This design comes from an exercise in tuning for small area and a short achievable clock period on the open sky130 flow, not from production work.
The RTL was checked by simulation tests, not by an equivalence proof against the original design.
No activity file was given, so power comes from the tool's default toggle rates.

run A:
==> flow/design.v (excerpt) <==
module mproc (input wire clk, reset, input wire [15:0] d_in, output wire [6:0] addr, output wire [15:0] d_out);
  reg  [6:0]   pc;
  reg  [10:0]  ir;       
  reg  [1:0]   cls;      
  reg  [127:0] rf;       
  reg  [15:0]  opa, opb; 
  reg          f, l, c;  
  wire e   = ~f & ~l;
  wire ld  = cls == 2'b10;
  wire ef  = e & ~ld;
  wire el  = e & ld;
  wire jmp = (cls == 2'b01) & ef;
  wire wr  = el | (ef & (cls == 2'b00));
  wire [7:0] sa = 8'd1 << d_in[2:0];
  wire [7:0] sb = 8'd1 << d_in[5:3];
  reg [15:0] ra, rb;
  integer k;
  always @* begin
    ra = 16'd0; rb = 16'd0;
    for (k = 0; k < 8; k = k + 1) begin
      ra = ra | (rf[16*k +: 16] & {16{sa[k]}});
      rb = rb | (rf[16*k +: 16] & {16{sb[k]}});
    end
  end
  wire [15:0] a = opa, b = opb;
  wire [1:0]  op = ir[10:9];
  wire [17:0] s2 = {1'b0, a, 1'b1} + {1'b0, b ^ {16{op[0]}}, op[0]};
  wire [16:0] s  = s2[17:1];
  wire [15:0] res = op[1] ? (op[0] ? (a | b) : (a & b)) : s[15:0];
  wire nz = |d_in[13:11];
  wire [1:0] cls_in = {d_in[15] | (~d_in[14] & nz), d_in[14] | (~d_in[15] & nz)};
  wire [15:0] wd = reset ? 16'd0 : (el ? d_in : res);
  wire [2:0]  wa = ir[8:6];
  wire        fs = f & ~reset;
  ...
clock: 8.5 ns
lec_check: 0
abc_area: 1
cap_margin: 20
core_margin: 2
core_utilization: 40
setup_slack_margin: 5.0
slew_margin: 20
run.sh (not shown) runs the stock make flow with config.mk's settings and CLKGATE_MAP_FILE= SYNTH_SCRIPT=/design/flow/synth_recipe.tcl, a recipe that flattens the netlist after the stock synthesis.
What run B does differently from run A at the input level:
# run A
export LEC_CHECK = 0
export ABC_AREA = 1
export CAP_MARGIN = 20
export CORE_MARGIN = 2
export CORE_UTILIZATION = 40
export SETUP_SLACK_MARGIN = 5.0
export SLEW_MARGIN = 20
create_clock -name core_clock -period 8.5 [get_ports {clk}]
# run B
export LEC_CHECK = 0
export ABC_AREA = 1
export CAP_MARGIN = 20
export CORE_MARGIN = 2
export CORE_UTILIZATION = 70
export CTS_BUF_LIST = sky130_fd_sc_hd__clkbuf_8
export SETUP_SLACK_MARGIN = 5.0
export SLEW_MARGIN = 20
create_clock -name core_clock -period 8.5 [get_ports {clk}]
--- outcome ---
- Die area in run B vs run A: down about 40%
- [run B] static leakage power fell 0.078 nW relative to run A
- Run A vs run B, capture point of the critical path: opb[5] vs opa[15]
- For first-pass GRT wire length, dividing the value from run A by the value from run B gives 1.10.
- For non-filler instance count after layout, dividing the value from run B by the value from run A gives 0.901.
- Run A has a lower logic gate share of total power than run B.
- Re post-synthesis compound-gate area fraction: no difference whatsoever between run A and run B.
Inputs modified between run B and run C:
# run B
export LEC_CHECK = 0
export ABC_AREA = 1
export CAP_MARGIN = 20
export CORE_MARGIN = 2
export CORE_UTILIZATION = 70
export CTS_BUF_LIST = sky130_fd_sc_hd__clkbuf_8
export SETUP_SLACK_MARGIN = 5.0
export SLEW_MARGIN = 20
create_clock -name core_clock -period 8.5 [get_ports {clk}]
# run C
export LEC_CHECK = 0
export CAP_MARGIN = 20
export CORE_MARGIN = 2
export CORE_UTILIZATION = 40
export SETUP_SLACK_MARGIN = 5.0
export SLEW_MARGIN = 20
create_clock -name core_clock -period 8.5 [get_ports {clk}]
--- outcome ---
Relative to run B, post-synthesis share of cell area spent on xor and xnor gates increased by 0.41 points in run C.
Across both runs, post-cts sizing count was higher for run C than for run B.
Signed area change from the synthesized netlist to the final layout: run C > run B
Run B → run C: area taken by multi-input logic gates rose by about 24%; sequential power rose by about 4%; number of nets produced by synthesis fell by 17%; post-route standard cell area excluding fillers rose by about 4.7%.
Between run B and run C, the flow reports final non-filler cell total decreasing by a few percent.

========
build 34:
The RTL this note starts from:
==> flow/design.v <==
module mproc (input wire clk, reset, input wire [15:0] d_in, output wire [6:0] addr, output wire [15:0] d_out);
  reg  [6:0]   pc;
  reg  [10:0]  ir;       
  reg  [1:0]   cls;      
  reg  [127:0] rf;       
  reg  [15:0]  opa, opb; 
  reg          f, l, c;  
  wire e   = ~f & ~l;
  wire ld  = cls == 2'b10;
  wire ef  = e & ~ld;
  wire el  = e & ld;
  wire jmp = (cls == 2'b01) & ef;
  wire wr  = el | (ef & (cls == 2'b00));
  wire       fs = f & ~reset;
  wire [7:0] sa = (8'd1 << d_in[2:0]) & {8{fs}};
  wire [7:0] sb = (8'd1 << d_in[5:3]) & {8{fs}};
  wire [15:0] ra = (rf[15:0] & {16{sa[0]}}) |
                     (rf[31:16] & {16{sa[1]}}) |
                     (rf[47:32] & {16{sa[2]}}) |
                     (rf[63:48] & {16{sa[3]}}) |
                     (rf[79:64] & {16{sa[4]}}) |
                     (rf[95:80] & {16{sa[5]}}) |
                     (rf[111:96] & {16{sa[6]}}) |
                     (rf[127:112] & {16{sa[7]}});
  wire [15:0] rb = (rf[15:0] & {16{sb[0]}}) |
                     (rf[31:16] & {16{sb[1]}}) |
                     (rf[47:32] & {16{sb[2]}}) |
                     (rf[63:48] & {16{sb[3]}}) |
                     (rf[79:64] & {16{sb[4]}}) |
                     (rf[95:80] & {16{sb[5]}}) |
                     (rf[111:96] & {16{sb[6]}}) |
                     (rf[127:112] & {16{sb[7]}});
  wire [15:0] a = opa, b = opb;
  wire [1:0]  op = ir[10:9];
  wire [17:0] s2 = {1'b0, a, 1'b1} + {1'b0, b ^ {16{op[0]}}, op[0]};
  wire [16:0] s  = s2[17:1];
  wire [15:0] res = op[1] ? (op[0] ? (a | b) : (a & b)) : s[15:0];
  wire nz = |d_in[13:11];
  wire [1:0] cls_in = {d_in[15] | (~d_in[14] & nz), d_in[14] | (~d_in[15] & nz)};
  wire [15:0] wd = reset ? 16'd0 : (el ? d_in : res);
  wire [2:0]  wa = ir[8:6];
  wire        ua = reset | f | (wr & (wa == ir[2:0]));
  wire        ub = reset | f | (wr & (wa == ir[5:3]));
  integer i;
  always @(posedge clk) begin
    c <= s[16];
    for (i = 0; i < 8; i = i + 1)
      if (reset | (wr & (wa == i))) rf[16*i +: 16] <= wd;
    if (ua) opa <= ra | (wd & {16{~fs}});
    if (ub) opb <= rb | (wd & {16{~fs}});
    if (reset) begin
      pc <= 7'd0; ir <= 11'd0; cls <= 2'b00; f <= 1'b1; l <= 1'b0; c <= 1'b0;
    end else begin
      if (el | f) pc <= pc + 7'd1;
      else if (jmp & c) pc <= pc - ir[6:0];
      if (f) begin ir <= d_in[10:0]; cls <= cls_in; end
      f <= l | ef;
      l <= el;
    end
  end
  assign addr  = pc;
  assign d_out = opa;
endmodule
export LEC_CHECK = 0
export ABC_AREA = 1
export CAP_MARGIN = 20
export CORE_MARGIN = 2
export CORE_UTILIZATION = 50
export CTS_CLUSTER_SIZE = 30
export SETUP_SLACK_MARGIN = 5.0
export SLEW_MARGIN = 20
create_clock -name core_clock -period 8.5 [get_ports {clk}]
standard.sh (not shown) runs the stock make flow with config.mk's settings and CLKGATE_MAP_FILE= SYNTH_SCRIPT=/design/flow/synth_recipe.tcl, a recipe that flattens the netlist after the stock synthesis.
==> flow/flow/run.sh <==
#!/bin/bash
# The standard layout, with repair_timing aiming for a larger setup margin and
# plain buffers on the ports.
set -euo pipefail
bash standard.sh SETUP_SLACK_MARGIN=5.6 "BUFFER_PORTS_ARGS=-buffer_cell sky130_fd_sc_hd__buf_2" finish > run_standard.log 2>&1
Build 34 completed; timing, DRC and antenna clean
diff inputs: build 34 => build 95
- ABC_AREA: 1 -> unset
- CTS_CLUSTER_SIZE: 30 -> unset
Results
Build 95 ends up with lower number of nets in the final layout than build 34 does. Fraction of area in non-clock buffers for build 95: 3.7 points up relative to build 34. Diff build 34..build 95 | post-synthesis async set-or-reset flop share | unchanged. Build 95 has number of antenna violations at the first check in global routing above what build 34 had. Build 95 against build 34: worst hold slack moved up; synthesized-area fraction occupied by ao, oa, aoi and oai cells moved up; iteration-0 DRC count of the detailed router moved down; total placed instance area moved up. In terms of area taken by flip-flops and latches, build 95 and build 34 differ only marginally. sky130_fd_sc_hd__or3b_1 as the library cell contributing the largest single delay on the critical path was reported by build 95, and sky130_fd_sc_hd__nor3_1 by build 34. Build 95 ended up with a higher growth of design area from synthesis to finish than build 34 did.
Relative to build 95, the following input files were edited for build 85:
- ABC_AREA newly set to 1
==> flow/flow/run.sh <==
#!/bin/bash
# The standard layout, with repair_timing aiming for a larger setup margin.
set -euo pipefail
bash standard.sh SETUP_SLACK_MARGIN=5.6 finish > run_standard.log 2>&1
==> results.txt <==
Summary — share of synthesized area occupied by flip-flops and latches, build 85 relative to build 95: higher, by 0.26 points. Build 85 completed end to end with timing, DRC and antenna clean. Multi-input gate share of the layout cell area was lower in build 85 than in build 95. Against build 95, cell count in build 85 rose by more than 10%. Taking build 95 as the reference point, the post-synth net total of build 85 rises by 23%. Post-synthesis instance total | build 85 above build 95. Build 95 reports its main combinational cell family by area after synthesis as compound AO/OA/AOI/OAI gates while build 85 reports simple AND/OR/NAND/NOR gates. The final net count in build 95 is 0.823 times that in build 85. Comparing build 95 and build 85, the lower share of the final layout cell area in sequential cells is on build 95. From build 95 to build 85 the numbers moved as follows: clock share of power grew by 1.1 points, finished layout cell area saw a decrease.
The inputs of build 13 differ from those of build 85 as listed below.
- setting CTS_BUF_LIST to sky130_fd_sc_hd__clkbuf_8 for the first time
==> flow/flow/run.sh <==
#!/bin/bash
# The standard layout, with repair_timing aiming for a larger setup margin and
# plain buffers on the ports.
set -euo pipefail
bash standard.sh SETUP_SLACK_MARGIN=5.6 "BUFFER_PORTS_ARGS=-buffer_cell sky130_fd_sc_hd__buf_2" finish > run_standard.log 2>&1
==> results.txt <==
Final critical-path share of the clock period in build 13 is 0.70 points higher than in build 85
Build 13 against build 85: first-pass GRT wire length fell by 230 um, post-place setup slack rose by 0.56 ns, insertion delay to the later sink of the worst-skew pair rose by 0.04 ns, overall routed net length fell by about 1.5%, instance count after placement with tap cells included stayed essentially flat.
Of the two values seen for highest-delay cell along the critical path, sky130_fd_sc_hd__buf_4 was produced by build 13 and sky130_fd_sc_hd__edfxtp_1 by build 85.
Total power: build 13 < build 85

separate check: timing with driven ports:
In the flow no input, the clock included, has a driving cell. The finished layouts below were timed again as built, in two steps.
Step 1 (the two cells are an assumption about what drives the block):
set clk [get_ports {clk}]
set_driving_cell -lib_cell sky130_fd_sc_hd__clkbuf_16 $clk
set_driving_cell -lib_cell sky130_fd_sc_hd__buf_2 [delete_from_list [all_inputs] $clk]
Step 2, shift: input delay + t, output delay - t, t = (earliest + latest rising clock arrival at the registers) / 2. This alone moves slack from input paths to output paths.
Three values: no drivers, after step 1, after step 2; two values: the first two.
run	t (ns)	setup slack, ns	worst hold slack (ns)	slew at the worst register clock pin (ns)	pins driven straight from the clock port
run A	0.480	5.045 / 5.075 / 4.595	0.510 / 0.510 / 0.510	0.07 / 0.07	1
run B	0.506	4.939 / 4.949 / 4.443	0.512 / 0.512 / 0.512	0.11 / 0.11	1
run C	0.475	5.054 / 5.078 / 4.603	0.543 / 0.543 / 0.543	0.08 / 0.08	1
build 34	0.485	5.593 / 5.567 / 5.103	0.435 / 0.435 / 0.435	0.08 / 0.08	1
build 95	0.477	5.492 / 5.392 / 4.915	0.519 / 0.519 / 0.519	0.08 / 0.08	1
build 85	0.487	5.623 / 5.573 / 5.156	0.475 / 0.475 / 0.475	0.08 / 0.08	1
build 13	0.510	5.564 / 5.568 / 5.066	0.443 / 0.443 / 0.443	0.11 / 0.11	1
After both steps every run listed still meets setup and hold. The setup slack of build 95, which loses most, moves by -0.100 ns with the drivers and by -0.577 ns with both steps.
